This is an optimization exercise on Yosys and OpenROAD, whose aim is small area, a short achievable clock period and few clock cycles per item, not a production implementation. RTL that was checked went through simulation tests only; none was proved equivalent to the original.

==> job 6847 <==
// alu_top
module alu_top (
    input             clk,
    input             rst,
    input             in_valid,
    output            in_ready,
    input      [15:0] a,
    input      [15:0] b,
    input      [2:0]  opcode,
    input             mode,
    output reg        out_valid,
    output reg [31:0] result,
    output reg        za,
    output reg        zb,
    output reg        eq,
    output reg        gt,
    output reg        lt
);
==> module ALU, before the edit <==
module ALU( a, b,opcode,mode,outALU,za ,zb ,eq,gt , lt); 
input [15:0] a ; 
input [15:0] b ; 
input [2:0] opcode; 
input mode; 
output [31:0] outALU; 
output za,zb,eq ,gt, lt ; 
reg [31:0] outALU;
reg za, zb, eq, gt, lt;
wire [31:0] outau; 
wire [31:0] outlu; 
wire tza,tzb,teq,tgt,tlt; 
arith a1(.a(a) ,.b(b),.opcode(opcode),.outau(outau));
logic_unit l1(.a(a),.b(b),.opcode(opcode),.outlu(outlu),.za(tza),.zb(tzb),.eq(teq),.gt(tgt),.lt(tlt));
always@(*)
begin
	if(mode == 0) begin
    outALU = outau;
	end
	else if (mode == 1) begin
	outALU = outlu;
	end
	else begin
	outALU = 32'h00000000;
	end
	za = tza;
	zb = tzb;
	eq = teq;
	gt = tgt;
	lt = tlt;
end
endmodule
==> module arith, before the edit <==
module arith(a,b ,opcode,outau) ;
input [15:0] a; 
input [15:0] b; 
input [2:0] opcode; 
output [31:0] outau; 
reg [31:0] outau ; 
always @(*)
begin 
       case(opcode)
	   3'b000: outau = a+b; 
	   3'b001: outau = a*b;
	   3'b010: if(a>b) begin 
				outau = a-b;
			   end
			   else begin 
			    outau = b-a; 
			   end
	   3'b011: if(a>b) begin 
				outau = (b == 16'h0000) ? 32'h0000ffff : a/b; 
			   end
			   else begin 
			    outau = (a == 16'h0000) ? 32'h0000ffff : b/a ; 
			   end 
		default: outau = 32'h00000000;
		endcase
	end
endmodule
==> module logic_unit, before the edit <==
module logic_unit(a,b,opcode,outlu, za,zb ,eq,gt,lt ) ; 
input [15:0] a; 
input [15:0] b; 
input [2:0] opcode ; 
output [31:0] outlu; 
output za,zb,eq,gt,lt; 
reg[31:0] outlu ; 
reg za,zb,eq,gt,lt; 
always@(*)
begin 
    case(opcode) 
	3'b000: outlu = (a & b); 
	3'b001: outlu = (a | b); 
	3'b010: outlu = (~(a|b));
	3'b100: outlu = (~a);
	3'b101: outlu = (~b); 
	3'b110: outlu = (a^b); 
	3'b111: outlu = (~(a ^ b)); 
	default : outlu = 32'h00000000;
	endcase
end
always@(*)
begin
    if(a==b) begin 
	eq = 1; 
	end
	else begin 
	eq = 0; 
	end
	if(a > b) begin 
	gt =1 ;
	end
	else begin 
	gt =0 ;
    end
	if(a < b ) begin 
	lt =1; 
	end 
	else begin 
	lt =0; 
	end
	if(a == 16'h0000) begin 
	za = 1; 
	end
	else begin 
	za = 0;
	end
	if( b == 16'h0000) begin 
	zb = 1;
	end
	else begin 
	zb = 0; 
	end
end
endmodule
==> module alu_top, before the edit <==
module alu_top (
    input             clk,
    input             rst,
    input             in_valid,
    output            in_ready,
    input      [15:0] a,
    input      [15:0] b,
    input      [2:0]  opcode,
    input             mode,
    output reg        out_valid,
    output reg [31:0] result,
    output reg        za,
    output reg        zb,
    output reg        eq,
    output reg        gt,
    output reg        lt
);
    reg        v_q;
    reg [15:0] a_q, b_q;
    reg [2:0]  op_q;
    reg        mode_q;
    wire [31:0] alu_out;
    wire        alu_za, alu_zb, alu_eq, alu_gt, alu_lt;
    assign in_ready = 1'b1;
    ALU u_alu (
        .a(a_q), .b(b_q), .opcode(op_q), .mode(mode_q),
        .outALU(alu_out), .za(alu_za), .zb(alu_zb),
        .eq(alu_eq), .gt(alu_gt), .lt(alu_lt)
    );
    always @(posedge clk) begin
        if (rst) begin
            v_q       <= 1'b0;
            out_valid <= 1'b0;
        end else begin
            v_q       <= in_valid;
            out_valid <= v_q;
        end
        if (in_valid) begin
            a_q    <= a;
            b_q    <= b;
            op_q   <= opcode;
            mode_q <= mode;
        end
        if (v_q) begin
            result <= alu_out;
            za     <= alu_za;
            zb     <= alu_zb;
            eq     <= alu_eq;
            gt     <= alu_gt;
            lt     <= alu_lt;
        end
    end
endmodule
export LEC_CHECK = 0
export CAP_MARGIN = 20
export CORE_MARGIN = 2
export CORE_UTILIZATION = 40
export SLEW_MARGIN = 20
create_clock -name core_clock -period 95.0 [get_ports {clk}]
run.sh (not shown) runs the stock make flow with config.mk's settings and CLKGATE_MAP_FILE= SYNTH_SCRIPT=/design/flow/synth_recipe.tcl, a recipe that flattens the netlist after the stock synthesis.
==> job 1971: changes against job 6847 <==
==> flow/design.v (replaced) <==
module div_step (
    input  [15:0] r_in,
    input         n_bit,
    input  [15:0] d,
    output [15:0] r_out,
    output        q
);
    wire [16:0] r2 = {r_in, n_bit};
    wire [17:0] t  = {1'b0, r2} - {2'b00, d};
    assign q     = ~t[17];
    assign r_out = q ? t[15:0] : r2[15:0];
endmodule
module alu_top (
    input             clk,
    input             rst,
    input             in_valid,
    output            in_ready,
    input      [15:0] a,
    input      [15:0] b,
    input      [2:0]  opcode,
    input             mode,
    output reg        out_valid,
    output reg [31:0] result,
    output reg        za,
    output reg        zb,
    output reg        eq,
    output reg        gt,
    output reg        lt
);
    reg        v1;
    reg [15:0] ra, rb;
    reg [2:0]  op;
    reg        md;
    reg [1:0]  cnt;
    reg        rdy;
    assign in_ready = rdy;
    wire is_mul = ~md & (op == 3'd1);
    wire is_div = ~md & (op == 3'd3);
    wire multi  = is_mul | is_div;
    wire first  = (cnt == 2'd0);
    wire last   = ~multi | (cnt == 2'd3);
    wire c_gt = ra > rb;
    wire c_eq = ra == rb;
    wire [15:0] nx = c_gt ? ra : rb;    
    wire [15:0] dx = c_gt ? rb : ra;    
    wire        sub = op[1];
    wire [16:0] as  = {1'b0, nx} + {1'b0, dx ^ {16{sub}}} + {16'd0, sub};
    reg [31:0] lres;
    always @(*) begin
        case (op)
            3'b000: lres = {16'h0000, ra & rb};
            3'b001: lres = {16'h0000, ra | rb};
            3'b010: lres = {16'hffff, ~(ra | rb)};
            3'b100: lres = {16'hffff, ~ra};
            3'b101: lres = {16'hffff, ~rb};
            3'b110: lres = {16'h0000, ra ^ rb};
            3'b111: lres = {16'hffff, ~(ra ^ rb)};
            default: lres = 32'h0;
        endcase
    end
    wire [15:0] acc  = first ? 16'd0 : result[31:16];
    wire [19:0] msum = {4'd0, acc} + ra * rb[3:0];
    wire [15:0] dd   = first ? dx : ra;           
    wire [15:0] nn   = first ? nx : result[15:0];  
    wire [15:0] r0   = first ? 16'd0 : rb;        
    wire [15:0] r1, r2, r3, r4;
    wire [3:0]  qb;
    div_step s0 (.r_in(r0), .n_bit(nn[15]), .d(dd), .r_out(r1), .q(qb[3]));
    div_step s1 (.r_in(r1), .n_bit(nn[14]), .d(dd), .r_out(r2), .q(qb[2]));
    div_step s2 (.r_in(r2), .n_bit(nn[13]), .d(dd), .r_out(r3), .q(qb[1]));
    div_step s3 (.r_in(r3), .n_bit(nn[12]), .d(dd), .r_out(r4), .q(qb[0]));
    reg [31:0] res_n;
    always @(*) begin
        if (md) res_n = lres;
        else case (op)
            3'b000, 3'b010: res_n = {15'd0, as[16] & ~sub, as[15:0]};
            3'b001: res_n = {msum, result[15:4]};
            3'b011: res_n = {16'd0, nn[11:0], qb};
            default: res_n = 32'h0;
        endcase
    end
    always @(posedge clk) begin
        if (rst) begin
            v1        <= 1'b0;
            rdy       <= 1'b1;
            cnt       <= 2'd0;
            out_valid <= 1'b0;
        end else begin
            out_valid <= v1 & last;
            if (v1 & ~last) begin
                cnt <= cnt + 2'd1;
                rdy <= (cnt == 2'd2);
            end else begin
                cnt <= 2'd0;
                v1  <= in_valid;
                rdy <= ~(in_valid & ~mode & opcode[0] & ~opcode[2]);
            end
        end
        if (rdy) begin
            ra <= a;
            rb <= b;
            op <= opcode;
            md <= mode;
        end else if (is_mul) begin
            rb <= {4'd0, rb[15:4]};
        end else if (is_div) begin
            ra <= dd;
            rb <= r4;
        end
        if (v1) begin
            result <= res_n;
            if (first) begin
                za <= ra == 16'd0;
                zb <= rb == 16'd0;
                eq <= c_eq;
                gt <= c_gt;
                lt <= ~c_gt & ~c_eq;
            end
        end
    end
endmodule
==> notes <==
Job 6847 produced a clean layout. Job 1971 completed with no timing, DRC or antenna violations.
In maximum frequency, job 1971 is at 4.4 times the value of job 6847.
In job 1971 the worst setup slack is better than in job 6847, by 70 ns.
Against job 1971, the register-to-register slack of job 6847 is lower by 75 ns.
Of job 1971 and job 6847, job 1971 has the higher sequential share of layout area (gap 12 points).
The first-iteration DRC count of job 6847 is 4.6 times that of job 1971.
Against job 6847, the flip-flop and latch count of job 1971 is higher by 3.
Die area: job 1971 is smaller than job 6847 (77%).
Clock-buffer cell count is the same in job 6847 and job 1971.
Against job 6847, the design area of job 1971 is smaller by about 80%.
Between job 1971 and job 6847, the lower cell count is in job 1971 (gap 80%, measured against job 6847).
==> figures <==
	job 1971	job 6847
Tot GR Track Use	0.260	0.289
Post-layout instance area	0.0144 mm^2	0.0641 mm^2
Placer Congestion	0.944	1.04
Post-Synth Adder-Cell Area	0.226	0.274
Status	timing/DRC/antenna clean	timing/DRC/antenna clean
Global-route track usage on met3	0.0442	0.0459
Post-synthesis mux area share	0.0814	0.0437
Library cell contributing the largest single delay on the critical path	sky130_fd_sc_hd__clkdlybuf4s50_1	sky130_fd_sc_hd__or4b_1
Worst-path maximum fanout	3	33
Area enclosed by the die boundary	0.0337 mm^2	0.149 mm^2
Portion of synthesized cell area occupied by the leading cell type	0.170	0.206
Non-CTS inverters	138	404
Destination of the critical timing path	result[12]	result[0]
Sequential portion of the cell area	0.159	0.0348
Distinct cell type count of the synthesized netlist	89	139
Area Growth Syn to Fin	11.8%	10.1%
Worst path depth	1	437
Total routed wirelength	43500 um	224000 um
Required arrival time at the worst endpoint	76.00 ns	95.18 ns
Tapcells inserted	402	1917
Testbench counts of job 6847, summed over its fixed seeds: cycles 16,008, items 16,000.
The RTL of job 1971 was laid out without a check of its function.

==> what the ideal ports hide <==
The flow's constraints put no driver on any port. The routed layouts listed below were extracted and timed again, unchanged, in two steps. Step 1, drivers: a clkbuf_16 drives clk and a buf_2 each remaining input, both assumed. Step 2 moves the port delays by t, midway between the first and last clock arrival at a register: inputs arrive t later, outputs are due t later. That takes back most of the time a late clock gives input paths. a / b / c = no drivers / after step 1 / after step 2; a / b = the first two.
run | t, ns | slack for setup (ns) | worst setup path after step 2
job 6847 | 0.495 | 4.849 / 4.849 / 4.849 | register to register
job 1971 | 0.403 | 74.645 / 74.600 / 74.675 | input to register
After both steps setup and hold are still met in every run listed.
